Source: an optimization exercise on an open RTL-to-GDS flow (aim: small area, a short achievable clock period and few clock cycles per item). Production flows keep margins and buffers that such runs may drop.
No functional check of the RTL was part of any run shown here.
Power is estimated from default activity; no workload was simulated.

==> design.v <==
`timescale 1ns / 1ns
module simple_ALU(input i_clk,
                  input i_rst,
                  input logic  [15:0] i_memData,
                  output logic [15:0] o_memData,
                  output logic [15:0] o_memAddr,
                  output logic o_memWrEnable);
  localparam logic [2:0] S_FETCH = 3'd0,
                         S_DEC   = 3'd1,
                         S_RD1   = 3'd2,
                         S_RD2   = 3'd3,
                         S_SHX   = 3'd4;
  logic [2:0]  state;
  logic [5:0]  addr;       
  logic [15:0] wdata;      
  logic        we;         
  logic        kv;         
  logic        first;      
  logic [5:0]  pc;         
  logic        stale;      
  logic [5:0]  rd;         
  logic        twoRd;      
  logic        sameRd;     
  logic [15:0] breg;       
  logic        opAdd, opDbl, opAnd, opOr, opXor, opSh;
  logic        cin;        
  logic        left;       
  logic        arith;      
  logic        isAnd;      
  assign o_memAddr     = {10'd0, addr};
  assign o_memData     = wdata;
  assign o_memWrEnable = we;
  wire [15:0] x = i_memData;
  wire [15:0] y = breg;
  wire [16:0] sum = {x, 1'b1} + {y, cin};
  wire [15:0] xin;
  wire [15:0] u;
  genvar gi;
  generate
    for (gi = 0; gi < 16; gi++) begin : g_rev
      assign xin[gi] = left ? x[15-gi] : x[gi];
      assign u[gi]   = left ? s2[15-gi] : s2[gi];
    end
  endgenerate
  wire        fill1 = arith & x[15];
  wire [18:0] s1w   = {{3{fill1}}, xin} >> y[1:0];
  wire [15:0] s1    = s1w[15:0];
  wire        fill2 = arith & wdata[15];
  wire [27:0] s2w   = {{12{fill2}}, wdata} >> {y[3:2], 2'b00};
  wire [15:0] s2    = s2w[15:0];
  wire        big   = |y[15:4];
  wire [15:0] shr   = big ? {16{fill2}} : u;
  wire        inShx = (state == S_SHX);
  wire [15:0] alu = ({16{opAdd}} & sum[16:1])
                  | ({16{opDbl}} & {x[14:0], 1'b0})
                  | ({16{opAnd}} & (x & y))
                  | ({16{opOr}}  & (x | y))
                  | ({16{opXor}} & (x ^ y))
                  | ({16{opSh & inShx}} & s1)
                  | ({16{opSh & ~inShx}} & shr);
  wire [15:0] ins   = i_memData;
  wire [2:0]  dFn   = ins[14:12];
  wire [5:0]  dRd   = ins[11:6];
  wire [5:0]  dRs   = ins[5:0];
  wire        dImm  = ins[15];
  wire        aK    = kv & (dRd == addr);
  wire        bK    = dImm | (kv & (dRs == addr));
  wire        dShift = (dFn == 3'd2) | (dFn == 3'd3) | (dFn == 3'd4);
  wire        dComm  = (dFn == 3'd0) | (dFn[2] & (dFn[1:0] != 2'd0));
  wire        dSub   = (dFn == 3'd1);
  wire        same  = ~aK & ~bK & (dRd == dRs) & ~dShift;
  wire        bOnly = aK & ~bK & dComm;
  wire        two   = ~bK & ~same & ~bOnly;      
  wire        none  = aK & bK;
  wire [5:0]  pcNext = pc + 6'd1;
  wire [15:0] bDec  = dImm ? {10'd0, dRs} : wdata;
  always_ff @(posedge i_clk) begin
    if (i_rst) begin
      state <= S_FETCH;
      addr  <= 6'd0;
      we    <= 1'b0;
      kv    <= 1'b0;
      first <= 1'b1;
      pc    <= 6'd0;
      stale <= 1'b0;
    end else begin
      case (state)
        S_FETCH: begin
          we    <= ~first;
          kv    <= ~first;
          first <= 1'b0;
          addr  <= rd;
          pc    <= addr;
          stale <= ~first & (rd == addr);
          state <= S_DEC;
        end
        S_DEC: begin
          we    <= 1'b0;
          if (stale) begin
            stale <= 1'b0;
          end else if (two) begin
            addr  <= dRs;
            state <= S_RD1;
          end else if (none) begin
            addr  <= pcNext;
            state <= dShift ? S_SHX : S_FETCH;
          end else begin
            addr  <= bOnly ? dRs : dRd;
            state <= S_RD2;
          end
        end
        S_RD1: begin
          addr  <= rd;
          state <= S_RD2;
        end
        S_RD2: begin
          addr  <= pcNext;
          state <= opSh ? S_SHX : S_FETCH;
        end
        default: begin   
          state <= S_FETCH;
        end
      endcase
    end
  end
  always_ff @(posedge i_clk) begin
    case (state)
      S_FETCH, S_SHX: wdata <= alu;
      S_DEC: begin
        if (!stale) begin
          rd     <= dRd;
          twoRd  <= two;
          sameRd <= same;
          breg   <= bDec ^ {16{dSub}};
          cin    <= dSub;
          opAdd  <= (dFn[2:1] == 2'd0);
          opDbl  <= 1'b0;
          opAnd  <= (dFn == 3'd5);
          opOr   <= (dFn == 3'd6);
          opXor  <= (dFn == 3'd7);
          opSh   <= dShift;
          left   <= (dFn == 3'd4);
          arith  <= (dFn == 3'd2);
          isAnd  <= (dFn == 3'd5);
        end
      end
      S_RD2: begin
        if (twoRd) breg <= i_memData ^ {16{cin}};
        if (sameRd) begin
          opAdd <= 1'b0;
          opDbl <= opAdd & ~cin;
          opAnd <= cin | opAnd | opXor;
          opXor <= 1'b0;
          cin   <= 1'b0;
          breg  <= isAnd ? 16'hFFFF : 16'd0;
        end
      end
      default: ;
    endcase
  end
endmodule
==> flow/run.sh <==
#!/bin/bash
# Standard layout, with plain buffers (not delay cells) on the ports.
# Full make output goes to standard.log here; ORFS keeps each step's log
# under orfs/logs/.
set -euo pipefail
bash standard.sh "BUFFER_PORTS_ARGS=-buffer_cell sky130_fd_sc_hd__buf_2" finish > standard.log 2>&1
==> standard.sh <==
#!/bin/bash
# synth_recipe.tcl (not shown) runs the flow's synth.tcl, then flattens the netlist and writes it again
# the make line also repeats each setting of config.mk as NAME=value (left out here)
make -C /OpenROAD-flow-scripts/flow DESIGN_CONFIG=/design/flow/config.mk WORK_HOME=/design/flow/orfs CLKGATE_MAP_FILE= SYNTH_SCRIPT=/design/flow/synth_recipe.tcl "${@:-finish}"
==> config.mk <==
export PLATFORM = sky130hd
export DESIGN_NAME = simple_ALU
export DESIGN_NICKNAME = simple_ALU
export VERILOG_FILES = /design/flow/design.v
export SDC_FILE = /design/flow/constraint.sdc
export NUM_CORES = 4
export LEC_CHECK = 0
export CAP_MARGIN = 20
export CORE_MARGIN = 2
export CORE_UTILIZATION = 40
export CTS_BUF_LIST = sky130_fd_sc_hd__clkbuf_8
export SETUP_SLACK_MARGIN = 5
export SLEW_MARGIN = 20
==> constraint.sdc <==
create_clock -name core_clock -period 9.0 [get_ports {i_clk}]
set_input_delay 1.8000 -clock core_clock [delete_from_list [all_inputs] [get_ports {i_clk}]]
set_output_delay 1.8000 -clock core_clock [all_outputs]
set_load 0.01 [all_outputs]
==> run_results.csv, run 1 <==
group,metric,value,unit
placement,detailedPlacementHpwl,15600,um
pwr,power_per_cell_area,195,nW/um^2
floorplanning,floorplan_die_area,17700,um^2
routing,drc_errors,0,
floorplanning,floorplan.io_pins,51,
grt,grt_pass1_vias,5739,
timing,fin_tns_setup,0,ps
yosys,synth.yosys.seq_area_share,0.283,
timing,hold_viol,0,
yosys,synthesis.yosys.warnings,1,
cts,clock_root_buffer_master,"clkbuf_8",
grt,grt_start_max_net_pins,45,
timing,slew_viol_final,0,
yosys,synth_area,6640,um^2
finish,syn_to_final_growth,5.10,%
floorplanning,start_util,0.405,
timing,max_slew_margin,0.339,
pwr,ir_worst_vdd,0.0772,mV
routing,drt_iter0_drc,745,
routing,drt_first_pass_iters,9,
yosys,synth.distinct_cells,70,
grt,initial_antenna_violation_count,1,
timing,unrepaired_setup_endpoints_after_global_routing,"false",
routing,via_per_inst,6.21,
cts,cts.htree.levels,3,
job,max_cap_violations,0,
placement,place_ws,4930,ps
yosys,ys_async_sr_fraction,0,
yosys,ys_dominant_reg_cell,"edfxtp_1",
setup_path,timing.setup.critical_path_class,"in -> reg",
timing,setup_ws_post_layout,5190,ps
timing,timing_worst_slew_pin_value,991,ps
yosys,synth_edf_count,50,
cts,worstSkewPairLatency,390,ps
routing,wl_per_cell,22.3,um
floorplanning,die_width,133,um
floorplanning,core_area,16400,um^2
cts,max-clock-path-buffers,2,
timing,fmaxAchievable,262,MHz
finish,multi_input_area,4230,um^2
finish,footprint_of_the_flip_flops_and_latches,1880,um^2
grt,gr-total-overflow,0,
finish,total_nets_final,792,
routing,routed_wirelength,21600,um
pwr,p_leak,0.00271,uW
cts,cts.repair_timing.setup_buffer_count,0,
cts,cts_made_buffers,9,
routing,route.vias.total,5989,
timing,worst_clock_skew,13.4,ps
routing,remaining_antenna_violation_count,0,
setup_path,end_kind,"register",
worst_hold_path,holdCritPathClass,"reg -> reg",
setup_path,critPathArrivalTime,3940,ps
placement,placement.io_buffers,40,
yosys,syn_avg_cell_area,8.87,um^2
finish,final_layout_size_suffix_gt1_frac,0.133,
timing,period_needed,3810,ps
setup_path,critPathLaunchType,"input port",
timing,finalSetupViolations,0,
status,outcome,"timing/DRC/antenna clean",
floorplanning,floorplan.die.height,133,um
timing,period_share,0.424,
cts,tritoncts_clock_tree,"yes",
cts,numClockSinks,69,
yosys,flip_flop_and_latch_count_after_synthesis,69,
cts,cts.repair.resized,0,
setup_path,required_time_reported_for_the_critical_path_endpoint,9130,ps
cts,cts.hold.buffers_added,0,
yosys,synthesis.instances,749,
grt,first_pass_grt_wire_length,33800,um
grt,grt_util_all_layers,0.249,
placement,gp_routability_congestion,0.961,
finish,fillers,1625,
floorplanning,row_count,47,
setup_path,crit_fanout,12,
cts,path_clk_slew,80,ps
-- final timing paths --
path | start | to | slack (ps) | cells after the start
setup reg to reg | breg[1] | wdata[14] | 5580 | 8
setup / recovery | i_memData[0] | wdata[14] | 5190 | 9
hold reg to reg | pc[5] | pc[5] | 480 | 2
hold / removal | pc[5] | pc[5] | 480 | 2
-- per-layer routing --
| layer | share of wire | global-route usage | vias to the layer above |
|---|---|---|---|
| met3 | 0.082 | 0.0444 | 48 |
| met2 | 0.44 | 0.370 | 281 |
| met4 | 0.036 | 0.114 | 0 |
| li1 | - | - | 2703 |
| met1 | 0.44 | 0.352 | 2957 |
| met5 | 0 | 0 | - |
-- cell usage after synthesis (all sizes together) (4+ instances only) --
cell type  count  area share
a221oi        11       0.015
o211ai        28       0.032
a21o           6      0.0068
a211o          9       0.012
and3           4      0.0038
inv           43       0.024
mux2           7       0.012
nor2b         11       0.010
a22oi          7      0.0079
a2111oi        4      0.0062
nor2          49       0.028
xor2          40       0.054
a22o           8       0.011
nand2b         6      0.0068
mux4          18       0.061
a31oi          8      0.0075
a211oi        11       0.012
nand2         57       0.032
nor4           8       0.011
buf           46       0.044
a21oi         35       0.026
nor3          21       0.018
and2           5      0.0047
ha            34       0.064
nand4          4      0.0038
clkbuf        30       0.017
o21ai         68       0.051
o2111ai        4      0.0053
edfxtp        50        0.23
dfxtp         19       0.057
xnor2         32       0.042
mux2i         19       0.029
nand3         12      0.0090
-- registers in the layout, indices dropped and copies added (netlist names) --
name and cells:
breg 16, wdata 16, addr 6, pc 6, rd 6, state 3
arith 1, cin 1, first 1, isAnd 1, kv 1, left 1
opAdd 1, opAnd 1, opDbl 1, opOr 1, opSh 1, opXor 1
sameRd 1, stale 1, twoRd 1, we 1
-- kinds of logic after synthesis --
kind of cell,count (synthesis),synth area share
compound gates,226,0.232
flops,69,0.283
simple gates,182,0.133
xor+xnor,72,0.0960
other cells,1,0.000564
buf+inv,120,0.0863
mux,44,0.102
fa+ha+maj,35,0.0670
-- layout make-up --
class	count	share of cell area
clock inverter	6	0.00538
antenna	1	0.000358
clock buffer	10	0.0197
inverter	44	0.0237
tap	220	0.0394
timing repair buffer	46	0.0362
sequential	69	0.269
multi-input combinational	569	0.606
-- metrics by stage --
stage               power (uW)  instances  instance area, um^2  hold slack, ps  utilization
floorplan                  941        758                 6680             448            -
global placement          1100        947                 6790             457        0.414
detailed placement        1110        947                 6790             472        0.414
CTS                       1350        963                 6970             484        0.425
global route              1440        964                 6980             514        0.425
finish                    1360        965                 6980             483        0.426
-- worst max-delay path, stage by stage --
cell      delay (ps)
buf_2            230
inv_1            130
ha_1             350
a211oi_1         430
o211ai_1         260
a31oi_1          350
o41ai_2          110
xnor2_1          190
o21ai_1           80
-- where the power goes --
| group | switching, uW | total, uW | internal [uW] |
|---|---|---|---|
| clock network | 142 | 250 | 107 |
| registers | 110 | 527 | 417 |
| logic | 340 | 586 | 245 |
| total | 592 | 1360 | 770 |
-- cell usage in the layout, fill, tap and decap left out, types with 9 or more instances in the layout --
master and n:
o21ai_0 50, a221oi_1 11, xor2_1 39, clkbuf_8 10, mux2i_1 19, nand2_1 57
inv_1 42, nor3_1 18, conb_1 10, o21ai_1 18, a21oi_1 35, mux4_2 18
a211o_1 9, dfxtp_1 19, buf_2 40, nor2b_1 11, nand3_1 12, edfxtp_1 50
o211ai_1 28, nor2_1 47, a211oi_1 11, xnor2_1 32, ha_1 34
==> run 2: changes to the inputs <==
==> flow/run.sh (replaced) <==
#!/bin/bash
# Standard layout, with plain buffers (not delay cells) on the ports and the
# timing repair aiming at 5.5 ns of setup slack.
# Full make output goes to standard.log here; ORFS keeps each step's log
# under orfs/logs/.
set -euo pipefail
bash standard.sh "BUFFER_PORTS_ARGS=-buffer_cell sky130_fd_sc_hd__buf_2" SETUP_SLACK_MARGIN=5.5 finish > standard.log 2>&1
--- a/config.mk
+++ b/config.mk
@@ -11,3 +11,2 @@
 export CTS_BUF_LIST = sky130_fd_sc_hd__clkbuf_8
-export SETUP_SLACK_MARGIN = 5
 export SLEW_MARGIN = 20
==> run_results.csv, run 2 <==
group,metric,value,unit
pwr,seqPwrFrac,0.376,
cts,tritoncts_clock_tree,"yes",
placement,detailedPlacementHpwl,15700,um
cts,numClockSinks,69,
routing,wl_per_cell,22.8,um
pwr,power_per_cell_area,194,nW/um^2
grt,grt_util_all_layers,0.253,
worst_hold_path,min_path_cells,2,
yosys,synth_area,6640,um^2
finish,mostFrequentLayoutCells,"nand2_1, edfxtp_1, o21ai_0",
floorplanning,row_count,47,
grt,grt_start_max_net_pins,45,
finish,syn_to_final_growth,8.10,%
finish,final_layout_size_suffix_gt1_frac,0.172,
floorplanning,floorplan_die_area,17700,um^2
setup_path,end_kind,"register",
yosys,synth_commonest_cells,"nand2_1, edfxtp_1, o21ai_0, nor2_1, inv_1",
cts,path_clk_slew,80,ps
setup_path,timing.rr.start,"breg[1]",
yosys,simple_gate_portion_of_the_synthesized_area,0.133,
yosys,synth.distinct_cells,70,
pwr,power_frac_clock,0.180,
routing,drc_errors,0,
setup_path,critical-path-top-delay-family,"compound AO/OA/AOI/OAI gates",
timing,period_share,0.382,
finish,fillers,1614,
worst_hold_path,holdCritPathClass,"reg -> reg",
timing,period_needed,3440,ps
setup_path,worstPathCellList,"buf_2, inv_4, ha_4, a211oi_2, o211ai_1, buf_4, a31oi_2, o41ai_2, xnor2_1, o21ai_1",
cts,cts.htree.levels,3,
pwr,power_switching_share,0.437,
setup_path,r2r_slack,5770,ps
timing,slew_viol_final,0,
yosys,ys_async_sr_fraction,0,
floorplanning,start_util,0.405,
timing,worst_clock_skew,9.43,ps
finish,fin_area,7180,um^2
timing,timing_worst_slew_pin_value,997,ps
setup_path,crit-reg2reg-capture,"wdata[14]",
yosys,flip_flop_and_latch_count_after_synthesis,69,
setup_path,slowest_delay,300,ps
setup_path,crit_fanout,12,
yosys,synth.yosys.seq_area_share,0.283,
floorplanning,floorplan.io_pins,51,
routing,drt_first_pass_iters,5,
setup_path,timing.setup.critical_path_class,"in -> reg",
floorplanning,floorplan.die.height,133,um
timing,unrepaired_setup_endpoints_after_global_routing,"true",
pwr,comb_power_share,0.445,
cts,clock_root_buffer_master,"clkbuf_8",
yosys,yosysMostFrequentCell,"nand2_1",
timing,max_slew_margin,0.335,
job,max_cap_violations,0,
timing,hold_viol,0,
finish,antennaDiodeCount,0,
grt,grt_pass1_vias,5661,
routing,via_per_inst,6.18,
routing,routed_wirelength,22000,um
pwr,p_leak,0.00272,uW
finish,total_nets_final,793,
pwr,ir_worst_vdd,0.0775,mV
finish,fin_cells,965,
cts,worstSkewPairLatency,390,ps
routing,drt_iter0_drc,732,
setup_path,worstPathBufferInverterCount,3,
yosys,synth_adder_area_share,0.0670,
yosys,largest_cells_by_area_after_synthesis,"edfxtp_1, ha_1, mux4_2, dfxtp_1, xor2_1",
grt,gr-total-overflow,0,
finish,layout_commonest_cell,"nand2_1",
routing,route.vias.total,5960,
floorplanning,core_area,16400,um^2
worst_hold_path,hold-path-endpoint,"pc[5]",
yosys,synth_edf_count,50,
yosys,yosys.area_share.xor_xnor,0.0960,
finish,final_core_utilization,0.438,
yosys,syn_avg_cell_area,8.87,um^2
pwr,switchingPower,609,uW
cts,max-clock-path-buffers,2,
yosys,ys_dominant_reg_cell,"edfxtp_1",
yosys,synthesis.yosys.warnings,1,
placement,placement.io_buffers,40,
timing,fin_tns_setup,0,ps
placement,gp_routability_congestion,0.981,
floorplanning,die_width,133,um
yosys,synth_top_family_by_area,"compound AO/OA/AOI/OAI gates",
yosys,synthesis.instances,749,
timing,setup_ws_post_layout,5560,ps
finish,layout_top_registers,"breg: 16 flops, wdata: 16 flops",
yosys,fraction_of_the_mapped_netlist_area_in_compound_gates,0.232,
setup_path,critPathArrivalTime,3560,ps
timing,finalSetupViolations,0,
setup_path,required_time_reported_for_the_critical_path_endpoint,9120,ps
setup_path,critical-path-slowest-cell,"buf_2",
placement,dpl_cell_area,6940,um^2
routing,remaining_antenna_violation_count,0,
setup_path,r2r_cells,9,
grt,first_pass_grt_wire_length,33900,um
status,outcome,"timing/DRC/antenna clean",
grt,initial_antenna_violation_count,0,
cts,cts_made_buffers,9,
placement,numPlacedInstances,947,
pwr,intPower,785,uW
placement,place_ws,5010,ps
timing,fmaxAchievable,291,MHz
yosys,yosysTopAreaCellShare,0.226,
yosys,synth_largest_area_cell,"edfxtp_1",
setup_path,critPathLaunchType,"input port",
worst_hold_path,worst_hold_startpoint,"pc[5]",
yosys,mux_share_of_post_synthesis_cell_area,0.102,
## run 2: changes by cell type in the layout (fill, tap and decap cells not counted), moves of 4 or more
cell and change:
buf_2 -10, buf_4 +4, clkbuf_4 +7, ha_1 -9
ha_4 +9, inv_1 -6, inv_2 +5
## run 2: kinds of logic after synthesis
group | after synthesis
compound gates | 226
simple gates | 182
buf+inv | 120
xor+xnor | 72
flops | 69
mux | 44
fa+ha+maj | 35
other cells | 1
## run 2: worst reg2reg max path: stages (launching register included)
cell and delay, ps:
edfxtp_1 630, clkinv_1 660, ha_4 550, o21ai_2 80, o211ai_1 180, buf_4 160
a31oi_2 120, o41ai_2 320, xnor2_1 170, o21ai_1 90
## run 2: power groups by stage
| stage | clock network [uW] | logic [uW] | registers (uW) |
|---|---|---|---|
| 2_1_floorplan | 0 | 503 | 465 |
| 3_3_place_gp | 0 | 597 | 527 |
| 3_5_place_dp | 0 | 603 | 529 |
| 4_1_cts | 255 | 609 | 522 |
| 5_1_grt | 267 | 677 | 534 |
| 6_report | 250 | 620 | 524 |
## run 2: area by class of cell
class / instances / area (um^2) / area share
well taps: 220 / 275 / 0.0383
multi-input cells: 569 / 4400 / 0.612
flip-flops and latches: 69 / 1880 / 0.262
repair buffers: 47 / 285 / 0.0397
inverters: 44 / 168 / 0.0233
clock inverters: 7 / 51.3 / 0.00714
clock buffers: 9 / 124 / 0.0172
## run 2: worst max path at each step
stage | from | end | slack (ps) | depth (start not counted)
after floorplan | i_memData[0] | wdata[9] | 5490 | 9
final | i_memData[5] | wdata[14] | 5560 | 10
after global routing | i_memData[9] | wdata[14] | 5490 | 9
after global placement | i_memData[0] | wdata[14] | 5020 | 9
after CTS | i_memData[3] | wdata[14] | 5510 | 9
after detailed placement | i_memData[0] | wdata[14] | 5010 | 9
## run 2: timing repair
| item | in CTS | in global routing |
|---|---|---|
| setup buffers | 1 | 0 |
| pin swaps | 1 | 2 |
| endpoints found under the hold margin | 0 | 0 |
| setup endpoints to repair | 4 | 8 |
| hold buffers | 0 | 0 |
| resized for setup | 2 | 15 |
## run 2: layer usage
metal / vias up / GRT usage / share of wire / wire (um)
li1: 2711 / - / - / -
met1: 2914 / 0.339 / 0.43 / 9530
met2: 291 / 0.381 / 0.45 / 9830
met3: 42 / 0.0659 / 0.085 / 1870
met4: 2 / 0.115 / 0.035 / 766
met5: - / 0.0222 / 0.0024 / 52
## run 2: stage by stage
stage                     total power [uW]  hold slack, ps
final                                 1390             473
after global routing                  1480             494
after CTS                             1390             478
after detailed placement              1130             466
after global placement                1120             457
after floorplan                        968             448
==> run 3: changes to the inputs <==
--- a/config.mk
+++ b/config.mk
@@ -7,2 +7,3 @@
 export LEC_CHECK = 0
+export ABC_AREA = 1
 export CAP_MARGIN = 20
==> run_results.csv, run 3 <==
group,metric,value,unit
status,outcome,"timing/DRC/antenna clean",
grt,grt_util_all_layers,0.274,
finish,layout_top_registers,"breg: 16 flops, wdata: 16 flops",
timing,period_needed,3380,ps
setup_path,crit_fanout,9,
routing,remaining_antenna_violation_count,0,
cts,max-clock-path-buffers,2,
setup_path,critical-path-slowest-cell,"ha_1",
floorplanning,floorplan.die.height,133,um
worst_hold_path,min_path_cells,2,
floorplanning,floorplan.io_pins,51,
setup_path,critPathArrivalTime,3510,ps
timing,worst_clock_skew,19.8,ps
cts,clock_root_buffer_master,"clkbuf_8",
timing,finalSetupViolations,0,
grt,gr-total-overflow,0,
yosys,yosysMostFrequentCell,"nand2_1",
cts,tritoncts_clock_tree,"yes",
yosys,synthesis.instances,1010,
yosys,flip_flop_and_latch_count_after_synthesis,69,
yosys,synth_area,6700,um^2
setup_path,cp_num_cells,11,
finish,final_core_utilization,0.438,
finish,total_nets_final,1067,
setup_path,critical-path-top-delay-family,"simple AND/OR/NAND/NOR gates",
floorplanning,core_area,16500,um^2
finish,final_layout_size_suffix_gt1_frac,0.115,
yosys,synth_commonest_cells,"nand2_1, o21ai_0, inv_1, a21oi_1, nor2_1",
finish,mostFrequentLayoutCells,"nand2_1, o21ai_0, inv_1",
setup_path,critPathLaunchType,"input port",
grt,initial_antenna_violation_count,0,
yosys,synthesis.yosys.warnings,1,
timing,hold_viol,0,
placement,placement.io_buffers,40,
yosys,synth.distinct_cells,50,
worst_hold_path,hold-path-endpoint,"first",
yosys,ys_async_sr_fraction,0,
grt,grt_pass1_vias,6343,
setup_path,timing.rr.start,"breg[1]",
finish,syn_to_final_growth,7.64,%
setup_path,end_kind,"register",
yosys,ys_dominant_reg_cell,"edfxtp_1",
setup_path,r2r_cells,15,
routing,routed_wirelength,24200,um
setup_path,crit-reg2reg-capture,"wdata[10]",
floorplanning,die_width,133,um
timing,slew_viol_final,0,
timing,fin_tns_setup,0,ps
yosys,synth_edf_count,50,
cts,worstSkewPairLatency,380,ps
routing,drt_iter0_drc,815,
pwr,power_per_cell_area,161,nW/um^2
setup_path,worstPathBufferInverterCount,2,
cts,numClockSinks,69,
timing,period_share,0.376,
worst_hold_path,holdCritPathClass,"reg -> reg",
grt,first_pass_grt_wire_length,37100,um
yosys,synth.yosys.seq_area_share,0.281,
placement,detailedPlacementHpwl,18000,um
yosys,largest_cells_by_area_after_synthesis,"edfxtp_1, nand2_1, o21ai_0, ha_1, dfxtp_1",
routing,route.vias.total,7006,
setup_path,timing.setup.critical_path_class,"in -> reg",
placement,gp_routability_congestion,0.956,
routing,drt_first_pass_iters,6,
pwr,p_leak,0.00323,uW
routing,via_per_inst,5.65,
setup_path,worstPathCellList,"clkbuf_4, inv_1, ha_1, a21oi_2, nor2_1, nor2_1, nor2_1, a211oi_1, nand3_1, nand3_1, nand2_1",
finish,fin_cells,1239,
routing,drc_errors,0,
floorplanning,row_count,47,
finish,layout_commonest_cell,"nand2_1",
worst_hold_path,worst_hold_startpoint,"first",
placement,numPlacedInstances,1222,
timing,unrepaired_setup_endpoints_after_global_routing,"true",
routing,wl_per_cell,19.5,um
yosys,syn_avg_cell_area,6.63,um^2
grt,grt_start_max_net_pins,57,
floorplanning,floorplan_die_area,17800,um^2
timing,timing_worst_slew_pin_value,1110,ps
setup_path,required_time_reported_for_the_critical_path_endpoint,9120,ps
setup_path,timing.critical_path.mode_cell,"nor2_1",
timing,fmaxAchievable,296,MHz
timing,max_slew_margin,0.258,
finish,antennaDiodeCount,0,
yosys,yosysTopAreaCellShare,0.224,
pwr,ir_worst_vdd,0.0975,mV
finish,fillers,1800,
setup_path,slowest_delay,410,ps
cts,cts.htree.levels,3,
cts,cts_made_buffers,9,
setup_path,r2r_slack,5900,ps
floorplanning,start_util,0.407,
yosys,synth_largest_area_cell,"edfxtp_1",
pwr,report.power.total,1160,uW
job,max_cap_violations,0,
cts,path_clk_slew,90,ps
-- run 3: changes by cell type in the layout (fill, tap and decap cells not counted), sizes merged, moves of 21 or more --
cell and change:
nand2 +239, inv +59, o21ai +55, nand3 +46, a21oi +32, xor2 -26, o211ai -21
-- run 3: worst register-to-register path, delay by kind of cell, from the launching register on --
| kind | cells | cell delay (ps) |
|---|---|---|
| buffers and inverters | 1 | 580 |
| adders and majority gates | 1 | 490 |
| DFF | 1 | 700 |
| and+or+nand+nor | 13 | 1060 |
-- run 3: what timing repair did --
item | CTS | global route
setup buffers | 0 | 1
hold buffers | 0 | 0
gates resized for setup | 1 | 21
setup endpoints to repair | 1 | 10
gates cloned | 0 | 0
-- run 3: cells by family after synthesis --
family / after synthesis / share of synthesized area
other: 1 / 0.000560
muxes: 6 / 0.00896
AOI/OAI and AO/OA: 241 / 0.202
DFF: 69 / 0.281
and+or+nand+nor: 452 / 0.285
adders and majority gates: 35 / 0.0665
xor gates and xnor gates: 39 / 0.0510
buffers and inverters: 167 / 0.105
-- run 3: per-stage QoR --
stage	worst slack, ps	hold WS, ps	instance area (um^2)
floorplan	5510	420	6750
global route	5460	490	7210
CTS	5530	459	7150
detailed placement	5110	439	6950
global placement	5080	431	6950
finish	5620	458	7210
-- run 3: routing by layer --
layer	vias to the layer above	global-route usage	part of all wire
met4	0	0.0804	0.021
met2	329	0.424	0.44
li1	3363	-	-
met3	33	0.0468	0.089
met5	-	0	0
met1	3281	0.393	0.45
-- run 3: worst max path at each step --
stage | start | to | slack, ps
6_report | i_memData[7] | wdata[14] | 5620
5_1_grt | i_memData[1] | wdata[10] | 5460
4_1_cts | i_memData[2] | wdata[5] | 5530
3_5_place_dp | i_memData[1] | wdata[10] | 5110
3_3_place_gp | i_memData[1] | wdata[10] | 5080
2_1_floorplan | i_memData[0] | wdata[13] | 5510
-- run 3: where the power goes --
part / internal, uW / switching, uW
registers: 392 / 57.7
logic: 148 / 295
clock network: 129 / 142
-- run 3: area by class of cell --
type | count | area, um^2 | area share
Clock buffer | 9 | 124 | 0.0172
Clock inverter | 7 | 75.1 | 0.0104
Inverter | 106 | 400 | 0.0555
Multi-Input combinational cell | 783 | 4200 | 0.582
Sequential cell | 69 | 1880 | 0.261
Tap cell | 220 | 275 | 0.0382
Timing Repair Buffer | 45 | 260 | 0.0361
==> run 4: changes to the inputs <==
==> flow/run.sh (replaced) <==
#!/bin/bash
# Standard layout, with plain buffers (not delay cells) on the ports and the
# timing repair aiming at 6.0 ns of setup slack.
# Full make output goes to standard.log here; ORFS keeps each step's log
# under orfs/logs/.
set -euo pipefail
bash standard.sh "BUFFER_PORTS_ARGS=-buffer_cell sky130_fd_sc_hd__buf_2" SETUP_SLACK_MARGIN=6.0 finish > standard.log 2>&1
--- a/config.mk
+++ b/config.mk
@@ -7,3 +7,2 @@
 export LEC_CHECK = 0
-export ABC_AREA = 1
 export CAP_MARGIN = 20
==> run_results.csv, run 4 <==
group,metric,value,unit
worst_hold_path,holdCritPathClass,"reg -> reg",
finish,mostFrequentLayoutCells,"nand2_1, buf_4, edfxtp_1",
grt,grt_pass1_vias,5902,
floorplanning,die_width,133,um
pwr,p_leak,0.00312,uW
timing,fin_worst_hold_slack,495,ps
finish,layout_commonest_cell,"nand2_1",
yosys,yosys.area_share.xor_xnor,0.0960,
yosys,mux_share_of_post_synthesis_cell_area,0.102,
cts,cts_made_buffers,9,
routing,route.vias.total,6298,
yosys,synth_top_family_by_area,"compound AO/OA/AOI/OAI gates",
yosys,synth_commonest_cells,"nand2_1, edfxtp_1, o21ai_0, nor2_1, inv_1",
cts,tritoncts_clock_tree,"yes",
timing,period_share,0.360,
finish,syn_to_final_growth,22.8,%
grt,gr-total-overflow,0,
pwr,intPower,889,uW
setup_path,timing.rr.start,"breg[1]",
grt,grt_util_all_layers,0.270,
setup_path,crit_path_end,"wdata[12]",
floorplanning,floorplan.io_pins,51,
yosys,synth.distinct_cells,70,
routing,drt_first_pass_iters,5,
floorplanning,start_util,0.405,
routing,via_per_inst,6.19,
pwr,switchingPower,650,uW
yosys,simple_gate_portion_of_the_synthesized_area,0.133,
cts,worstSkewPairLatency,380,ps
placement,placement.io_buffers,40,
routing,drt_iter0_drc,619,
setup_path,worst_setup_path_startpoint,"i_memData[1]",
timing,fin_tns_setup,0,ps
yosys,synthesis.instances,749,
yosys,synth_area,6640,um^2
setup_path,crit-reg2reg-capture,"wdata[12]",
cts,clock_root_buffer_master,"clkbuf_8",
yosys,syn_avg_cell_area,8.87,um^2
routing,drc_errors,0,
timing,period_needed,3240,ps
setup_path,slowest_delay,320,ps
timing,max_slew_margin,0.290,
grt,grt_start_max_net_pins,45,
yosys,ys_dominant_reg_cell,"edfxtp_1",
yosys,synth_edf_count,50,
setup_path,critPathArrivalTime,3360,ps
yosys,fraction_of_the_mapped_netlist_area_in_compound_gates,0.232,
yosys,synth_adder_area_share,0.0670,
grt,first_pass_grt_wire_length,36400,um
setup_path,critical-path-slowest-cell,"a211o_1",
setup_path,r2r_slack,5890,ps
setup_path,r2r_cells,9,
timing,hold_viol,0,
setup_path,critPathLaunchType,"input port",
yosys,synth.yosys.seq_area_share,0.283,
cts,cts.hold.buffers_added,0,
setup_path,worstPathBufferInverterCount,3,
setup_path,required_time_reported_for_the_critical_path_endpoint,9110,ps
yosys,largest_cells_by_area_after_synthesis,"edfxtp_1, ha_1, mux4_2, dfxtp_1, xor2_1",
status,outcome,"timing/DRC/antenna clean",
pwr,comb_power_share,0.485,
finish,layout_top_registers,"breg: 16 flops, wdata: 16 flops",
cts,numClockSinks,69,
pwr,power_per_cell_area,189,nW/um^2
cts,path_clk_slew,80,ps
timing,timing_worst_slew_pin_value,1070,ps
floorplanning,floorplan.die.height,133,um
finish,fillers,1554,
floorplanning,core_area,16400,um^2
pwr,power_frac_clock,0.171,
setup_path,cp_num_cells,10,
placement,gp_routability_congestion,0.922,
routing,remaining_antenna_violation_count,0,
timing,fmaxAchievable,308,MHz
yosys,ys_async_sr_fraction,0,
yosys,yosysTopAreaCellShare,0.226,
timing,slew_viol_final,0,
yosys,synth_largest_area_cell,"edfxtp_1",
setup_path,crit_fanout,5,
floorplanning,row_count,47,
cts,cts.htree.levels,3,
finish,total_nets_final,845,
finish,final_layout_size_suffix_gt1_frac,0.281,
grt,initial_antenna_violation_count,1,
setup_path,critical-path-top-delay-family,"compound AO/OA/AOI/OAI gates",
setup_path,timing.setup.critical_path_class,"in -> reg",
job,max_cap_violations,0,
timing,finalSetupViolations,0,
pwr,ir_worst_vdd,0.0681,mV
floorplanning,floorplan_die_area,17700,um^2
pwr,seqPwrFrac,0.344,
yosys,synthesis.yosys.warnings,1,
pwr,power_switching_share,0.422,
routing,wl_per_cell,23.2,um
cts,max-clock-path-buffers,2,
setup_path,end_kind,"register",
setup_path,worstPathCellList,"buf_12, inv_2, ha_4, o21ai_2, o211ai_1, buf_4, nand3_2, a211o_1, xor2_1, o21ai_1",
routing,routed_wirelength,23600,um
timing,worst_clock_skew,15.2,ps
finish,antennaDiodeCount,0,
yosys,yosysMostFrequentCell,"nand2_1",
yosys,flip_flop_and_latch_count_after_synthesis,69,
timing,unrepaired_setup_endpoints_after_global_routing,"true",
placement,detailedPlacementHpwl,16100,um
run 4: cell count changes in the layout (fill, tap and decap cells not counted), sizes merged, moves of 21 or more:
| cell | before | now |
|---|---|---|
| o211ai | 7 | 28 |
| nand3 | 58 | 12 |
| inv | 105 | 47 |
| buf | 38 | 97 |
| o21ai | 123 | 68 |
| xor2 | 14 | 40 |
| nand2 | 296 | 57 |
| a21oi | 67 | 35 |
run 4: kinds of logic (layout without fill, tap and decap cells):
family	after synthesis	in the layout
other	1	10
DFF	69	69
muxes	44	44
AOI/OAI and AO/OA	226	226
adders and majority gates	35	35
xor gates and xnor gates	72	72
buffers and inverters	120	159
and+or+nand+nor	182	182
run 4: routing by layer:
layer,routed length [um],vias to the layer above,global-route usage,share of wire
met5,0,-,0,0
met4,877,0,0.107,0.037
met3,1870,65,0.0345,0.079
met2,10900,330,0.420,0.46
met1,9990,3091,0.381,0.42
li1,-,2812,-,-
run 4: worst min path at each step:
stage,end,start,depth (start not counted),slack [ps]
after CTS,pc[1],pc[1],2,500
after global placement,pc[5],pc[5],2,460
after detailed placement,pc[1],pc[1],2,480
after floorplan,pc[5],pc[5],2,450
final,pc[1],pc[1],2,500
after global routing,pc[4],pc[4],2,550
run 4: area by class of cell:
cell class / count / area, um^2 / area share
Clock buffer: 9 / 124 / 0.0152
Timing Repair Buffer: 99 / 917 / 0.112
Multi-Input combinational cell: 569 / 4710 / 0.577
Clock inverter: 7 / 66.3 / 0.00813
Tap cell: 220 / 275 / 0.0337
Sequential cell: 69 / 1880 / 0.231
Inverter: 44 / 184 / 0.0225
run 4: repair_timing:
action	in CTS	in global routing
pin swaps	45	27
gates resized for setup	95	27
buffers inserted	35	17
endpoints found under the setup margin	40	27
gates cloned	1	1
run 4: per-stage QoR:
stage	utilization	worst slack, ps	cell area, um^2	instances	power, uW
3_3_place_gp	0.428	5000	7010	947	1140
2_1_floorplan	-	5520	7050	758	981
4_1_cts	0.482	5810	7910	999	1500
5_1_grt	0.497	5730	8160	1017	1620
6_report	0.497	5760	8160	1017	1540
3_5_place_dp	0.428	4980	7010	947	1150
run 4: power groups by stage:
stage | combinational, uW | sequential, uW | clock, uW
2_1_floorplan | 516 | 465 | 0
3_3_place_gp | 609 | 529 | 0
3_5_place_dp | 615 | 531 | 0
4_1_cts | 705 | 523 | 268
5_1_grt | 805 | 536 | 279
6_report | 747 | 529 | 263
run 4: tightest hold or removal path: cells and delay by family (launching register included):
family	cells	cell delay, ps
AO/OA/AOI/OAI	1	50
AND/OR/NAND/NOR	1	60
flip-flops	1	340
==> run 5: changes to the inputs <==
--- a/design.v
+++ b/design.v
@@ -13,3 +13,5 @@
   logic [2:0]  state;
-  logic [5:0]  addr;       
+  logic [5:0]  rs;         
+  logic [5:0]  pcn;        
+  logic        selRd, selRs, selPc;   
   logic [15:0] wdata;      
@@ -18,3 +20,2 @@
   logic        first;      
-  logic [5:0]  pc;         
   logic        stale;      
@@ -29,2 +30,3 @@
   logic        isAnd;      
+  wire  [5:0]  addr = ({6{selRd}} & rd) | ({6{selRs}} & rs) | ({6{selPc}} & pcn);
   assign o_memAddr     = {10'd0, addr};
@@ -65,4 +67,4 @@
   wire        dImm  = ins[15];
-  wire        aK    = kv & (dRd == addr);
-  wire        bK    = dImm | (kv & (dRs == addr));
+  wire        aK    = kv & (dRd == rd);
+  wire        bK    = dImm | (kv & (dRs == rd));
   wire        dShift = (dFn == 3'd2) | (dFn == 3'd3) | (dFn == 3'd4);
@@ -74,3 +76,2 @@
   wire        none  = aK & bK;
-  wire [5:0]  pcNext = pc + 6'd1;
   wire [15:0] bDec  = dImm ? {10'd0, dRs} : wdata;
@@ -79,3 +80,6 @@
       state <= S_FETCH;
-      addr  <= 6'd0;
+      selRd <= 1'b0;
+      selRs <= 1'b0;
+      selPc <= 1'b1;
+      pcn   <= 6'd0;
       we    <= 1'b0;
@@ -83,3 +87,2 @@
       first <= 1'b1;
-      pc    <= 6'd0;
       stale <= 1'b0;
@@ -91,5 +94,5 @@
           first <= 1'b0;
-          addr  <= rd;
-          pc    <= addr;
-          stale <= ~first & (rd == addr);
+          {selRd, selRs, selPc} <= 3'b100;
+          pcn   <= pcn + 6'd1;
+          stale <= ~first & (rd == pcn);
           state <= S_DEC;
@@ -100,10 +103,11 @@
             stale <= 1'b0;
+            kv    <= 1'b0;
           end else if (two) begin
-            addr  <= dRs;
+            {selRd, selRs, selPc} <= 3'b010;
             state <= S_RD1;
           end else if (none) begin
-            addr  <= pcNext;
+            {selRd, selRs, selPc} <= 3'b001;
             state <= dShift ? S_SHX : S_FETCH;
           end else begin
-            addr  <= bOnly ? dRs : dRd;
+            {selRd, selRs, selPc} <= {~bOnly, bOnly, 1'b0};
             state <= S_RD2;
@@ -112,3 +116,3 @@
         S_RD1: begin
-          addr  <= rd;
+          {selRd, selRs, selPc} <= 3'b100;
           state <= S_RD2;
@@ -116,3 +120,3 @@
         S_RD2: begin
-          addr  <= pcNext;
+          {selRd, selRs, selPc} <= 3'b001;
           state <= opSh ? S_SHX : S_FETCH;
@@ -125,5 +129,5 @@
   end
+  always_ff @(posedge i_clk) wdata <= alu;
   always_ff @(posedge i_clk) begin
     case (state)
-      S_FETCH, S_SHX: wdata <= alu;
       S_DEC: begin
@@ -131,2 +135,3 @@
           rd     <= dRd;
+          rs     <= dRs;
           twoRd  <= two;
==> flow/run.sh (replaced) <==
#!/bin/bash
# Standard layout, with plain buffers (not delay cells) on the ports and the
# timing repair aiming at 5.5 ns of setup slack.
# Full make output goes to standard.log here; ORFS keeps each step's log
# under orfs/logs/.
set -euo pipefail
bash standard.sh "BUFFER_PORTS_ARGS=-buffer_cell sky130_fd_sc_hd__buf_2" SETUP_SLACK_MARGIN=5.5 finish > standard.log 2>&1
==> run_results.csv, run 5 <==
group,metric,value,unit
status,outcome,"timing/DRC/antenna clean",
yosys,synthesis.yosys.warnings,1,
yosys,largest_cells_by_area_after_synthesis,"edfxtp_1, dfxtp_1, ha_1, mux4_2, xor2_1",
floorplanning,start_util,0.410,
pwr,p_leak,0.00272,uW
placement,detailedPlacementHpwl,15300,um
job,max_cap_violations,0,
grt,grt_start_max_net_pins,36,
routing,met3RoutedLength,1690,um
worst_hold_path,holdCritPathClass,"reg -> reg",
timing,hold_viol,0,
finish,antennaDiodeCount,0,
placement,placement.io_buffers,40,
yosys,synth.yosys.seq_area_share,0.283,
finish,fillers,1607,
placement,numPlacedInstances,926,
yosys,ys_dominant_reg_cell,"edfxtp_1",
setup_path,r2r_slack,5860,ps
setup_path,critPathLaunchType,"input port",
cts,clock_root_buffer_master,"clkbuf_8",
placement,place_ws,5110,ps
setup_path,critPathArrivalTime,3740,ps
cts,cts.htree.levels,3,
setup_path,required_time_reported_for_the_critical_path_endpoint,9260,ps
cts,tritoncts_clock_tree,"yes",
setup_path,crit_fanout,10,
timing,period_share,0.386,
pwr,power_per_cell_area,179,nW/um^2
timing,max_slew_margin,0.296,
worst_hold_path,hold-path-endpoint,"we",
timing,period_needed,3480,ps
yosys,synth_largest_area_cell,"edfxtp_1",
finish,layout_top_registers,"breg: 16 flops, wdata: 16 flops",
setup_path,timing.setup.critical_path_class,"in -> reg",
timing,setup_ws_post_layout,5520,ps
finish,fin_cells,942,
finish,layout_commonest_cell,"o21ai_0",
cts,worstSkewPairLatency,370,ps
routing,remaining_antenna_violation_count,0,
cts,numClockSinks,72,
routing,via_per_inst,6.12,
timing,finalSetupViolations,0,
grt,gr-total-overflow,0,
finish,total_nets_final,774,
yosys,yosysTopAreaCellShare,0.184,
timing,fin_worst_hold_slack,467,ps
yosys,yosysMostFrequentCell,"o21ai_0",
finish,syn_to_final_growth,6.03,%
floorplanning,floorplan_die_area,17300,um^2
timing,fin_tns_setup,0,ps
yosys,ys_async_sr_fraction,0,
routing,detail_route.wirelength.met1,9220,um
yosys,flip_flop_and_latch_count_after_synthesis,72,
yosys,synth_area,6520,um^2
placement,gp_routability_congestion,0.972,
cts,max-clock-path-buffers,2,
floorplanning,core_area,15900,um^2
grt,first_pass_grt_wire_length,32600,um
timing,timing_worst_slew_pin_value,1050,ps
yosys,synth_edf_count,40,
yosys,synth.distinct_cells,75,
cts,path_clk_slew,90,ps
timing,unrepaired_setup_endpoints_after_global_routing,"true",
routing,drc_errors,0,
worst_hold_path,min_path_cells,2,
setup_path,end_kind,"register",
yosys,synth_commonest_cells,"o21ai_0, nand2_1, nor2_1, inv_1",
timing,slew_viol_final,0,
worst_hold_path,worst_hold_startpoint,"we",
cts,cts_made_buffers,9,
floorplanning,row_count,46,
routing,wl_per_cell,22.0,um
grt,initial_antenna_violation_count,0,
grt,grt_util_all_layers,0.241,
routing,route.vias.total,5765,
floorplanning,floorplan.io_pins,51,
setup_path,timing.rr.start,"state[0]",
pwr,ir_worst_vdd,0.0725,mV
timing,worst_clock_skew,10.1,ps
finish,mostFrequentLayoutCells,"o21ai_0, nand2_1, nor2_1, inv_1",
floorplanning,die_width,132,um
floorplanning,floorplan.die.height,132,um
timing,fmaxAchievable,288,MHz
setup_path,crit-reg2reg-capture,"breg[6]",
finish,final_core_utilization,0.435,
routing,routed_wirelength,20700,um
grt,grt_pass1_vias,5476,
yosys,syn_avg_cell_area,8.94,um^2
routing,wl_met2,9200,um
yosys,synthesis.instances,729,
routing,topRoutingLayerUsed,"met4",
routing,drt_iter0_drc,666,
setup_path,r2r_cells,5,
finish,final_layout_size_suffix_gt1_frac,0.157,
routing,drt_first_pass_iters,6,
## run 5: cell types whose count changed after synthesis, moves of 6 or more
cell | previous run | this run
nand3_1 | 12 | 6
a211o_1 | 9 | 2
nor3_1 | 19 | 10
a222oi_1 | 0 | 6
a21o_1 | 6 | 12
dfxtp_1 | 19 | 32
edfxtp_1 | 50 | 40
o21ai_1 | 18 | 12
o21ai_0 | 50 | 63
nand2_1 | 57 | 51
## run 5: worst max path at each step
stage                      start       end  slack, ps
finish              i_memData[0]  wdata[8]       5520
global route        i_memData[0]  wdata[8]       5430
detailed placement  i_memData[0]  wdata[8]       5110
global placement    i_memData[0]  wdata[8]       5130
floorplan           i_memData[5]  wdata[9]       5450
CTS                 i_memData[0]  wdata[8]       5510
## run 5: timing repair
item	in CTS	in global routing
buffers inserted	0	0
pin swaps	1	0
resized for setup	0	10
setup endpoints to repair	1	9
hold buffers	0	0
## run 5: kinds of logic (layout without fill, tap and decap cells)
kind of cell | count (synthesis) | count (layout) | synth area share
simple gates | 168 | 168 | 0.130
flops | 72 | 72 | 0.283
buf+inv | 118 | 106 | 0.0875
compound gates | 223 | 223 | 0.238
fa+ha+maj | 35 | 35 | 0.0683
other cells | 1 | 10 | 0.000575
xor+xnor | 70 | 70 | 0.0941
mux | 42 | 42 | 0.0987
## run 5: final cells by class
cell class | count | area (um^2) | share of cell area
multi-input cells | 548 | 4210 | 0.610
repair buffers | 44 | 240 | 0.0348
clock inverters | 7 | 47.5 | 0.00688
well taps | 216 | 270 | 0.0391
clock buffers | 9 | 124 | 0.0179
inverters | 46 | 175 | 0.0253
flip-flops and latches | 72 | 1840 | 0.266
## run 5: power breakdown
group | total, uW | internal, uW | switching [uW]
Sequential | 497 | 402 | 95.1
Combinational | 495 | 210 | 285
Clock | 246 | 100 | 145
## run 5: layer usage
metal / global-route usage / vias up
met4: 0.0960 / 0
met1: 0.346 / 2818
met5: 0 / -
met2: 0.363 / 286
met3: 0.0367 / 37
li1: - / 2624
## run 5: stage by stage
| step | instance area (um^2) | power [uW] |
|---|---|---|
| floorplan | 6630 | 840 |
| global placement | 6710 | 974 |
| detailed placement | 6710 | 983 |
| CTS | 6880 | 1230 |
| global route | 6910 | 1300 |
| finish | 6910 | 1240 |
## run 5: worst max-delay path, cell delays in order
cell and delay, ps:
clkbuf_4 200, inv_1 140, ha_1 350, a211oi_1 300, o21a_2 220, a21oi_1 120, o21ai_0 190, o32ai_1 110
a221o_1 310
==> run 6: changes to the inputs <==
--- a/config.mk
+++ b/config.mk
@@ -7,2 +7,3 @@
 export LEC_CHECK = 0
+export ABC_AREA = 1
 export CAP_MARGIN = 20
==> run_results.csv, run 6 <==
group,metric,value,unit
floorplanning,core_area,15800,um^2
timing,finalSetupViolations,0,
timing,setup_ws_post_layout,5600,ps
yosys,syn_avg_cell_area,6.64,um^2
yosys,synth_commonest_cells,"nand2_1, o21ai_0, a21oi_1, inv_1, nand3_1",
grt,first_pass_grt_wire_length,36600,um
pwr,ir_worst_vdd,0.0854,mV
cts,cts.repair.resized,0,
timing,period_needed,3400,ps
yosys,synth_area,6430,um^2
floorplanning,start_util,0.408,
cts,path_clk_slew,90,ps
cts,cts_made_buffers,9,
setup_path,crit_fanout,9,
finish,layout_commonest_cell,"nand2_1",
timing,worst_clock_skew,7.03,ps
timing,fin_tns_setup,0,ps
finish,syn_to_final_growth,6.89,%
setup_path,worstPathCellList,"buf_2, inv_2, ha_1, a21oi_1, nand2_1, a21oi_1, o21ai_0, or2_2, nand2_1, nand2_1",
setup_path,critical-path-slowest-cell,"ha_1",
floorplanning,row_count,46,
floorplanning,floorplan.io_pins,51,
timing,timing_worst_slew_pin_value,900,ps
pwr,power_per_cell_area,174,nW/um^2
timing,unrepaired_setup_endpoints_after_global_routing,"false",
routing,routed_wirelength,23800,um
finish,layout_top_registers,"breg: 16 flops, wdata: 16 flops",
placement,gp_routability_congestion,0.954,
worst_hold_path,min_path_cells,2,
cts,cts.hold.buffers_added,0,
worst_hold_path,holdCritPathClass,"reg -> reg",
grt,gr-total-overflow,0,
cts,cts.repair_timing.setup_buffer_count,0,
setup_path,required_time_reported_for_the_critical_path_endpoint,9280,ps
placement,placement.io_buffers,40,
job,max_cap_violations,0,
setup_path,r2r_cells,9,
yosys,synth_largest_area_cell,"edfxtp_1",
yosys,yosysTopAreaCellShare,0.187,
routing,via_per_inst,5.62,
timing,period_share,0.377,
finish,final_layout_size_suffix_gt1_frac,0.0904,
cts,tritoncts_clock_tree,"yes",
setup_path,slowest_delay,390,ps
timing,slew_viol_final,0,
yosys,ys_async_sr_fraction,0,
routing,drt_first_pass_iters,5,
floorplanning,die_width,131,um
finish,antennaDiodeCount,0,
grt,grt_start_max_net_pins,47,
grt,grt_pass1_vias,6114,
yosys,synthesis.instances,968,
finish,fillers,1723,
yosys,synth.yosys.seq_area_share,0.286,
routing,remaining_antenna_violation_count,0,
pwr,p_leak,0.00311,uW
placement,place_ws,5230,ps
grt,grt_util_all_layers,0.289,
yosys,ys_dominant_reg_cell,"edfxtp_1",
timing,max_slew_margin,0.393,
cts,clock_root_buffer_master,"clkbuf_8",
floorplanning,floorplan_die_area,17100,um^2
yosys,synth_edf_count,40,
yosys,flip_flop_and_latch_count_after_synthesis,72,
timing,hold_viol,0,
cts,max-clock-path-buffers,2,
routing,route.vias.total,6748,
finish,mostFrequentLayoutCells,"nand2_1, o21ai_0, a21oi_1",
cts,cts.htree.levels,3,
setup_path,critPathArrivalTime,3680,ps
setup_path,timing.setup.critical_path_class,"in -> reg",
cts,worstSkewPairLatency,380,ps
status,outcome,"timing/DRC/antenna clean",
yosys,largest_cells_by_area_after_synthesis,"edfxtp_1, nand2_1, dfxtp_1, o21ai_0, ha_1",
yosys,synth.distinct_cells,46,
setup_path,end_kind,"register",
routing,drc_errors,0,
setup_path,timing.critical_path.mode_cell,"nand2_1",
finish,total_nets_final,1033,
routing,drt_iter0_drc,831,
timing,fmaxAchievable,294,MHz
grt,initial_antenna_violation_count,0,
cts,numClockSinks,72,
routing,wl_per_cell,19.8,um
yosys,synthesis.yosys.warnings,1,
floorplanning,floorplan.die.height,131,um
yosys,yosysMostFrequentCell,"nand2_1",
setup_path,critPathLaunchType,"input port",
placement,detailedPlacementHpwl,17600,um
==> run 6: worst max-delay path: cells and delay by family <==
family	cells	cell delay (ps)
AND/OR/NAND/NOR	4	540
buffers and inverters	2	340
adder cells (fa/ha/maj)	1	390
AO/OA/AOI/OAI	3	620
==> run 6: through the flow <==
step | cells | hold WS [ps] | utilization | power [uW] | instance area [um^2]
2_1_floorplan | 977 | 420 | - | 754 | 6460
3_3_place_gp | 1185 | 437 | 0.422 | 897 | 6660
3_5_place_dp | 1185 | 439 | 0.422 | 897 | 6660
4_1_cts | 1201 | 456 | 0.436 | 1190 | 6870
5_1_grt | 1201 | 497 | 0.436 | 1270 | 6870
6_report | 1201 | 453 | 0.436 | 1190 | 6870
==> run 6: final timing paths <==
check / start / endpoint / slack, ps
setup / recovery: i_memData[2] / wdata[9] / 5600
hold / removal: first / first / 450
setup reg to reg: breg[1] / wdata[9] / 5750
hold reg to reg: first / first / 450
==> run 6: cell families (layout without fill, tap and decap cells) <==
kind of cell / after synthesis / count (layout) / share of synthesized area
multiplexers: 12 / 12 / 0.0187
buffers and inverters: 148 / 156 / 0.103
AO/OA/AOI/OAI: 227 / 227 / 0.200
adder cells (fa/ha/maj): 35 / 35 / 0.0693
flip-flops: 72 / 72 / 0.286
AND/OR/NAND/NOR: 446 / 446 / 0.285
XOR/XNOR: 27 / 27 / 0.0368
other: 1 / 10 / 0.000583
==> run 6: cell type report <==
| class | instances | area (um^2) | share of cell area |
|---|---|---|---|
| Clock buffer | 10 | 138 | 0.0200 |
| Clock inverter | 6 | 73.8 | 0.0107 |
| Inverter | 96 | 360 | 0.0524 |
| Multi-Input combinational cell | 757 | 3960 | 0.576 |
| Sequential cell | 72 | 1840 | 0.268 |
| Tap cell | 216 | 270 | 0.0393 |
| Timing Repair Buffer | 44 | 230 | 0.0335 |
==> run 6: power breakdown <==
part | internal, uW | switching, uW
clock network | 140 | 150
registers | 395 | 65.6
logic | 147 | 295
total | 682 | 511
==> run 6: per-layer routing <==
metal	up-vias	GRT usage	wire length [um]
met1	3133	0.420	10900
met2	327	0.430	10300
met3	46	0.0497	1870
met4	0	0.103	724
met5	-	0	0
li1	3242	-	-
==> run 7: changes to the inputs <==
--- a/design.v
+++ b/design.v
@@ -29,3 +29,2 @@
   logic        arith;      
-  logic        isAnd;      
   wire  [5:0]  addr = ({6{selRd}} & rd) | ({6{selRs}} & rs) | ({6{selPc}} & pcn);
@@ -77,2 +76,5 @@
   wire [15:0] bDec  = dImm ? {10'd0, dRs} : wdata;
+  wire        bLoad = (state == S_DEC) ? ~stale : (state == S_RD2) & twoRd;
+  wire [15:0] bNew  = ((state == S_DEC) ? bDec : i_memData)
+                    ^ {16{(state == S_DEC) ? dSub : cin}};
   always_ff @(posedge i_clk) begin
@@ -131,2 +133,3 @@
   always_ff @(posedge i_clk) begin
+    if (bLoad) breg <= bNew;
     case (state)
@@ -138,3 +141,2 @@
           sameRd <= same;
-          breg   <= bDec ^ {16{dSub}};
           cin    <= dSub;
@@ -148,3 +150,2 @@
           arith  <= (dFn == 3'd2);
-          isAnd  <= (dFn == 3'd5);
         end
@@ -152,3 +153,2 @@
       S_RD2: begin
-        if (twoRd) breg <= i_memData ^ {16{cin}};
         if (sameRd) begin
@@ -159,3 +159,3 @@
           cin   <= 1'b0;
-          breg  <= isAnd ? 16'hFFFF : 16'd0;
+          breg  <= opAnd ? 16'hFFFF : 16'd0;
         end
==> run_results.csv, run 7 <==
group,metric,value,unit
timing,hold_viol,0,
yosys,synth_largest_area_cell,"nand2_1",
routing,drc_errors,0,
finish,layout_commonest_cell,"nand2_1",
floorplanning,die_width,129,um
floorplanning,floorplan.die.height,129,um
cts,cts_made_buffers,9,
setup_path,end_kind,"register",
grt,grt_util_all_layers,0.295,
pwr,power_frac_clock,0.194,
timing,fin_tns_setup,0,ps
pwr,switchingPower,747,uW
finish,syn_to_final_growth,7.72,%
yosys,flip_flop_and_latch_count_after_synthesis,71,
pwr,ir_worst_vdd,0.102,mV
setup_path,timing.setup.critical_path_class,"in -> reg",
cts,path_clk_slew,90,ps
pwr,seqPwrFrac,0.323,
job,max_cap_violations,0,
grt,gr-total-overflow,0,
routing,routed_wirelength,24000,um
routing,drt_first_pass_iters,6,
yosys,synth.distinct_cells,47,
setup_path,crit_fanout,8,
setup_path,r2r_cells,11,
yosys,syn_avg_cell_area,6.30,um^2
floorplanning,floorplan.io_pins,51,
setup_path,critPathArrivalTime,3590,ps
floorplanning,start_util,0.410,
floorplanning,floorplan_die_area,16600,um^2
timing,unrepaired_setup_endpoints_after_global_routing,"false",
worst_hold_path,min_path_cells,2,
timing,fmaxAchievable,298,MHz
pwr,comb_power_share,0.483,
routing,drt_iter0_drc,813,
placement,placement.io_buffers,40,
cts,cts.htree.levels,3,
yosys,yosysMostFrequentCell,"nand2_1",
placement,place_ws,5090,ps
cts,numClockSinks,71,
finish,antennaDiodeCount,0,
finish,final_layout_size_suffix_gt1_frac,0.0762,
worst_hold_path,holdCritPathClass,"reg -> reg",
timing,setup_ws_post_layout,5650,ps
yosys,synth_edf_count,23,
grt,first_pass_grt_wire_length,36400,um
yosys,synth_commonest_cells,"nand2_1, inv_1, nand3_1, o21ai_0, a21oi_1",
routing,route.vias.total,6893,
routing,via_per_inst,5.75,
finish,mostFrequentLayoutCells,"nand2_1, inv_1, nand3_1",
cts,clock_root_buffer_master,"clkbuf_8",
cts,tritoncts_clock_tree,"yes",
yosys,ys_async_sr_fraction,0,
pwr,intPower,801,uW
yosys,synthesis.yosys.warnings,1,
floorplanning,row_count,45,
timing,period_needed,3350,ps
yosys,yosysTopAreaCellShare,0.185,
grt,initial_antenna_violation_count,1,
placement,detailedPlacementHpwl,18700,um
grt,grt_start_max_net_pins,50,
status,outcome,"timing/DRC/antenna clean",
finish,fillers,1682,
cts,max-clock-path-buffers,2,
pwr,power_per_cell_area,230,nW/um^2
timing,finalSetupViolations,0,
yosys,synth_area,6240,um^2
cts,worstSkewPairLatency,380,ps
placement,gp_routability_congestion,0.998,
timing,worst_clock_skew,15.3,ps
cts,cts.hold.buffers_added,0,
finish,total_nets_final,1059,
yosys,ys_dominant_reg_cell,"dfxtp_1",
routing,remaining_antenna_violation_count,0,
timing,period_share,0.373,
finish,layout_top_registers,"breg: 16 flops, wdata: 16 flops",
timing,max_slew_margin,0.328,
yosys,synthesis.instances,991,
yosys,synth.yosys.seq_area_share,0.265,
yosys,largest_cells_by_area_after_synthesis,"nand2_1, dfxtp_1, edfxtp_1, nand3_1, ha_1",
routing,wl_per_cell,20.0,um
floorplanning,core_area,15200,um^2
cts,cts.repair_timing.setup_buffer_count,0,
timing,slew_viol_final,0,
setup_path,critPathLaunchType,"input port",
setup_path,r2r_slack,5950,ps
timing,timing_worst_slew_pin_value,997,ps
pwr,p_leak,0.00324,uW
grt,grt_pass1_vias,6130,
pwr,power_switching_share,0.483,
setup_path,required_time_reported_for_the_critical_path_endpoint,9240,ps
## run 7: cell count changes in the layout (fill, tap and decap cells not counted), sizes merged, moves of 9 or more
cell    previous run  this run
inv               95       121
xnor2             17         6
o21ai            103        73
dfxtp             32        48
o22ai              4        14
a31oi              0         9
a21oi             79        67
edfxtp            40        23
nand3             58        86
## run 7: worst max-delay path, stage by stage
cell and delay, ps:
buf_2 250, inv_1 140, ha_1 440, nand2_1 140, nor2_1 210, nand3_1 130, nand3_1 100, nand2_1 50
nand3_1 190, nand4_1 150
## run 7: stage by stage
step,util,hold slack (ps),area (um^2),instances,total power [uW]
after global placement,0.426,434,6480,1183,1230
final,0.442,460,6720,1199,1550
after detailed placement,0.426,442,6480,1183,1230
after floorplan,-,420,6270,1000,988
after global routing,0.442,486,6720,1199,1650
after CTS,0.441,459,6710,1199,1530
## run 7: cell type report
class                           instances  area [um^2]  area share
Tap cell                              188          235      0.0350
Clock inverter                          7          100      0.0149
Sequential cell                        71         1650       0.246
Inverter                              120          450      0.0670
Multi-Input combinational cell        762         3940       0.587
Timing Repair Buffer                   42          215      0.0320
Clock buffer                            9          124      0.0184
## run 7: worst paths after layout
kind,startpoint,end
min,first,first
max,i_memData[7],wdata[8]
min reg2reg,first,first
max reg2reg,breg[1],wdata[12]
## run 7: repair_timing
item | 4_1_cts | 5_1_grt
pin swaps | 0 | 0
setup endpoints to repair | 1 | 2
resized for setup | 1 | 2
## run 7: cells by family after synthesis
| family | share of synthesized area |
|---|---|
| XOR/XNOR | 0.0112 |
| flip-flops | 0.265 |
| multiplexers | 0.0128 |
| other | 0.000601 |
| AND/OR/NAND/NOR | 0.332 |
| adder cells (fa/ha/maj) | 0.0714 |
| AO/OA/AOI/OAI | 0.196 |
| buffers and inverters | 0.111 |
## run 7: per-layer routing
layer | global-route usage | part of all wire | vias up | routed length [um]
met5 | 0 | 0 | - | 0
met4 | 0.114 | 0.032 | 0 | 765
met3 | 0.0840 | 0.10 | 47 | 2460
met2 | 0.420 | 0.41 | 347 | 9960
met1 | 0.420 | 0.45 | 3179 | 10800
li1 | - | - | 3320 | -
## run 7: power by group through the flow
stage | Sequential (uW) | Clock, uW | Combinational (uW)
2_1_floorplan | 456 | 0 | 532
5_1_grt | 506 | 317 | 828
4_1_cts | 496 | 304 | 727
3_3_place_gp | 504 | 0 | 725
6_report | 500 | 301 | 748
3_5_place_dp | 503 | 0 | 723
==> run 8: changes to the inputs <==
==> flow/run.sh (replaced) <==
#!/bin/bash
# Standard layout, with plain buffers (not delay cells) on the ports and the
# timing repair aiming at 5.75 ns of setup slack.
# Full make output goes to standard.log here; ORFS keeps each step's log
# under orfs/logs/.
set -euo pipefail
bash standard.sh "BUFFER_PORTS_ARGS=-buffer_cell sky130_fd_sc_hd__buf_2" SETUP_SLACK_MARGIN=5.75 finish > standard.log 2>&1
==> run_results.csv, run 8 <==
group,metric,value,unit
status,outcome,"timing/DRC/antenna clean",
finish,total_nets_final,1062,
pwr,intPower,822,uW
placement,placement.io_buffers,40,
routing,remaining_antenna_violation_count,0,
pwr,comb_power_share,0.490,
finish,layout_commonest_cell,"nand2_1",
routing,wl_per_cell,20.0,um
pwr,power_per_cell_area,229,nW/um^2
timing,unrepaired_setup_endpoints_after_global_routing,"true",
setup_path,critical-path-slowest-cell,"a221oi_1",
placement,place_ws,5040,ps
setup_path,end_kind,"register",
finish,syn_to_final_growth,10.4,%
timing,max_slew_margin,0.401,
finish,antennaDiodeCount,0,
pwr,p_leak,0.00325,uW
timing,finalSetupViolations,0,
worst_hold_path,holdCritPathClass,"reg -> reg",
placement,gp_routability_congestion,1.05,
cts,tritoncts_clock_tree,"yes",
routing,drc_errors,0,
timing,period_needed,3200,ps
grt,grt_util_all_layers,0.292,
yosys,syn_avg_cell_area,6.30,um^2
routing,route.vias.total,6890,
timing,period_share,0.356,
yosys,synth_edf_count,23,
floorplanning,die_width,129,um
pwr,ir_worst_vdd,0.0932,mV
routing,via_per_inst,5.73,
cts,cts.hold.buffers_added,0,
timing,timing_worst_slew_pin_value,896,ps
cts,worstSkewPairLatency,390,ps
finish,final_layout_size_suffix_gt1_frac,0.103,
timing,hold_viol,0,
routing,routed_wirelength,24000,um
floorplanning,floorplan.die.height,129,um
floorplanning,start_util,0.410,
yosys,synth.distinct_cells,47,
floorplanning,row_count,45,
cts,clock_root_buffer_master,"clkbuf_8",
timing,setup_ws_post_layout,5800,ps
yosys,yosysTopAreaCellShare,0.185,
setup_path,critPathArrivalTime,3480,ps
grt,gr-total-overflow,0,
yosys,ys_dominant_reg_cell,"dfxtp_1",
job,max_cap_violations,0,
yosys,synth_largest_area_cell,"nand2_1",
yosys,flip_flop_and_latch_count_after_synthesis,71,
finish,mostFrequentLayoutCells,"nand2_1, inv_1, nand3_1",
grt,grt_start_max_net_pins,46,
grt,grt_pass1_vias,6085,
routing,drt_iter0_drc,788,
setup_path,worstPathCellList,"buf_2, inv_1, ha_1, inv_1, o22ai_1, a221oi_1, nand2_1, nor2_1, nand2_1",
cts,cts_made_buffers,9,
yosys,yosysMostFrequentCell,"nand2_1",
cts,numClockSinks,71,
timing,worst_clock_skew,17.5,ps
floorplanning,floorplan_die_area,16600,um^2
yosys,synthesis.instances,991,
grt,first_pass_grt_wire_length,36400,um
floorplanning,floorplan.io_pins,51,
placement,detailedPlacementHpwl,18300,um
setup_path,crit_fanout,8,
setup_path,critPathLaunchType,"input port",
yosys,synth.yosys.seq_area_share,0.265,
setup_path,timing.setup.critical_path_class,"in -> reg",
yosys,synth_area,6240,um^2
yosys,ys_async_sr_fraction,0,
yosys,synthesis.yosys.warnings,1,
grt,initial_antenna_violation_count,0,
timing,fin_tns_setup,0,ps
cts,max-clock-path-buffers,2,
cts,path_clk_slew,90,ps
setup_path,required_time_reported_for_the_critical_path_endpoint,9280,ps
setup_path,slowest_delay,430,ps
timing,fmaxAchievable,312,MHz
floorplanning,core_area,15200,um^2
pwr,switchingPower,756,uW
pwr,power_frac_clock,0.191,
pwr,power_switching_share,0.479,
yosys,synth_commonest_cells,"nand2_1, inv_1, nand3_1, o21ai_0, a21oi_1",
timing,slew_viol_final,0,
finish,layout_top_registers,"breg: 16 flops, wdata: 16 flops",
pwr,seqPwrFrac,0.319,
routing,drt_first_pass_iters,5,
yosys,largest_cells_by_area_after_synthesis,"nand2_1, dfxtp_1, edfxtp_1, nand3_1, ha_1",
cts,cts.htree.levels,3,
[run 8: per-stage QoR]
step	total power [uW]	instance area, um^2	util	hold slack, ps	std cells
after floorplan	993	6300	-	420	1000
after global placement	1230	6500	0.428	435	1183
after detailed placement	1230	6500	0.428	455	1183
after CTS	1530	6770	0.445	469	1201
after global routing	1690	6890	0.453	492	1202
final	1580	6890	0.453	468	1202
[run 8: final cells by class]
type                    count  area [um^2]
clock buffers               9          124
clock inverters             7         93.8
fillers                  1657         8310
inverters                 120          459
multi-input cells         762         4070
flip-flops and latches     71         1650
well taps                 188          235
repair buffers             45          255
[run 8: logic make-up (layout without fill, tap and decap cells)]
logic type,after synthesis,count (layout),share of synthesized area
other cells,1,10,0.000601
flops,71,71,0.265
mux,8,8,0.0128
xor+xnor,8,8,0.0112
compound gates,210,210,0.196
fa+ha+maj,35,35,0.0714
buf+inv,167,181,0.111
simple gates,491,491,0.332
[run 8: metal layers]
layer	vias to the layer above	global-route usage	routed length (um)
met1	3210	0.419	10800
met2	305	0.425	10300
met4	0	0.102	763
met3	50	0.0723	2220
met5	-	0	0
li1	3325	-	-
[run 8: worst max-delay path: cells and delay by family]
| family | cells | cell delay, ps |
|---|---|---|
| adders and majority gates | 1 | 350 |
| buffers and inverters | 3 | 580 |
| AOI/OAI and AO/OA | 2 | 500 |
| and+or+nand+nor | 3 | 240 |
[run 8: path summary, 6_finish.rpt]
path | start | cells after the start | slack, ps | end
setup / recovery | i_memData[15] | 9 | 5800 | wdata[15]
hold / removal | first | 2 | 470 | first
setup reg to reg | breg[1] | 10 | 6050 | wdata[10]
hold reg to reg | first | 2 | 470 | first
[run 8: power by group through the flow]
stage / Clock [uW] / Combinational [uW] / Sequential (uW)
2_1_floorplan: 0 / 537 / 456
3_3_place_gp: 0 / 721 / 507
3_5_place_dp: 0 / 719 / 506
4_1_cts: 304 / 728 / 499
5_1_grt: 318 / 857 / 511
6_report: 301 / 773 / 504
[run 8: timing repair]
action                     4_1_cts  5_1_grt
setup buffers                    2        1
gates resized for setup          5       30
setup endpoints to repair       18       12
hold endpoints to repair         0        0
pin swaps                        1        1

==> static timing again, ports no longer ideal <==
Ports are ideal in the flow. The routed layouts listed here were re-timed in OpenROAD. Step 1 assumes that a clkbuf_16 drives the clock port and a buf_2 every other input. Step 2 times the ports against the registers' clock, not the clock port: input delays grow and output delays shrink by t, the midpoint of the rising clock arrivals with the driver on. a / b / c = no drivers / after step 1 / after step 2; a / b = the first two.
run	t (ns)	slack for setup (ns)
run 1	0.425	5.188 / 5.195 / 4.770
run 2	0.423	5.561 / 5.577 / 5.153
run 3	0.414	5.616 / 5.636 / 5.222
run 4	0.415	5.756 / 5.723 / 5.307
run 5	0.406	5.523 / 5.537 / 5.131
run 6	0.421	5.604 / 5.623 / 5.201
run 7	0.410	5.647 / 5.659 / 5.249
run 8	0.414	5.799 / 5.811 / 5.396
After both steps setup and hold are still met in every run listed.
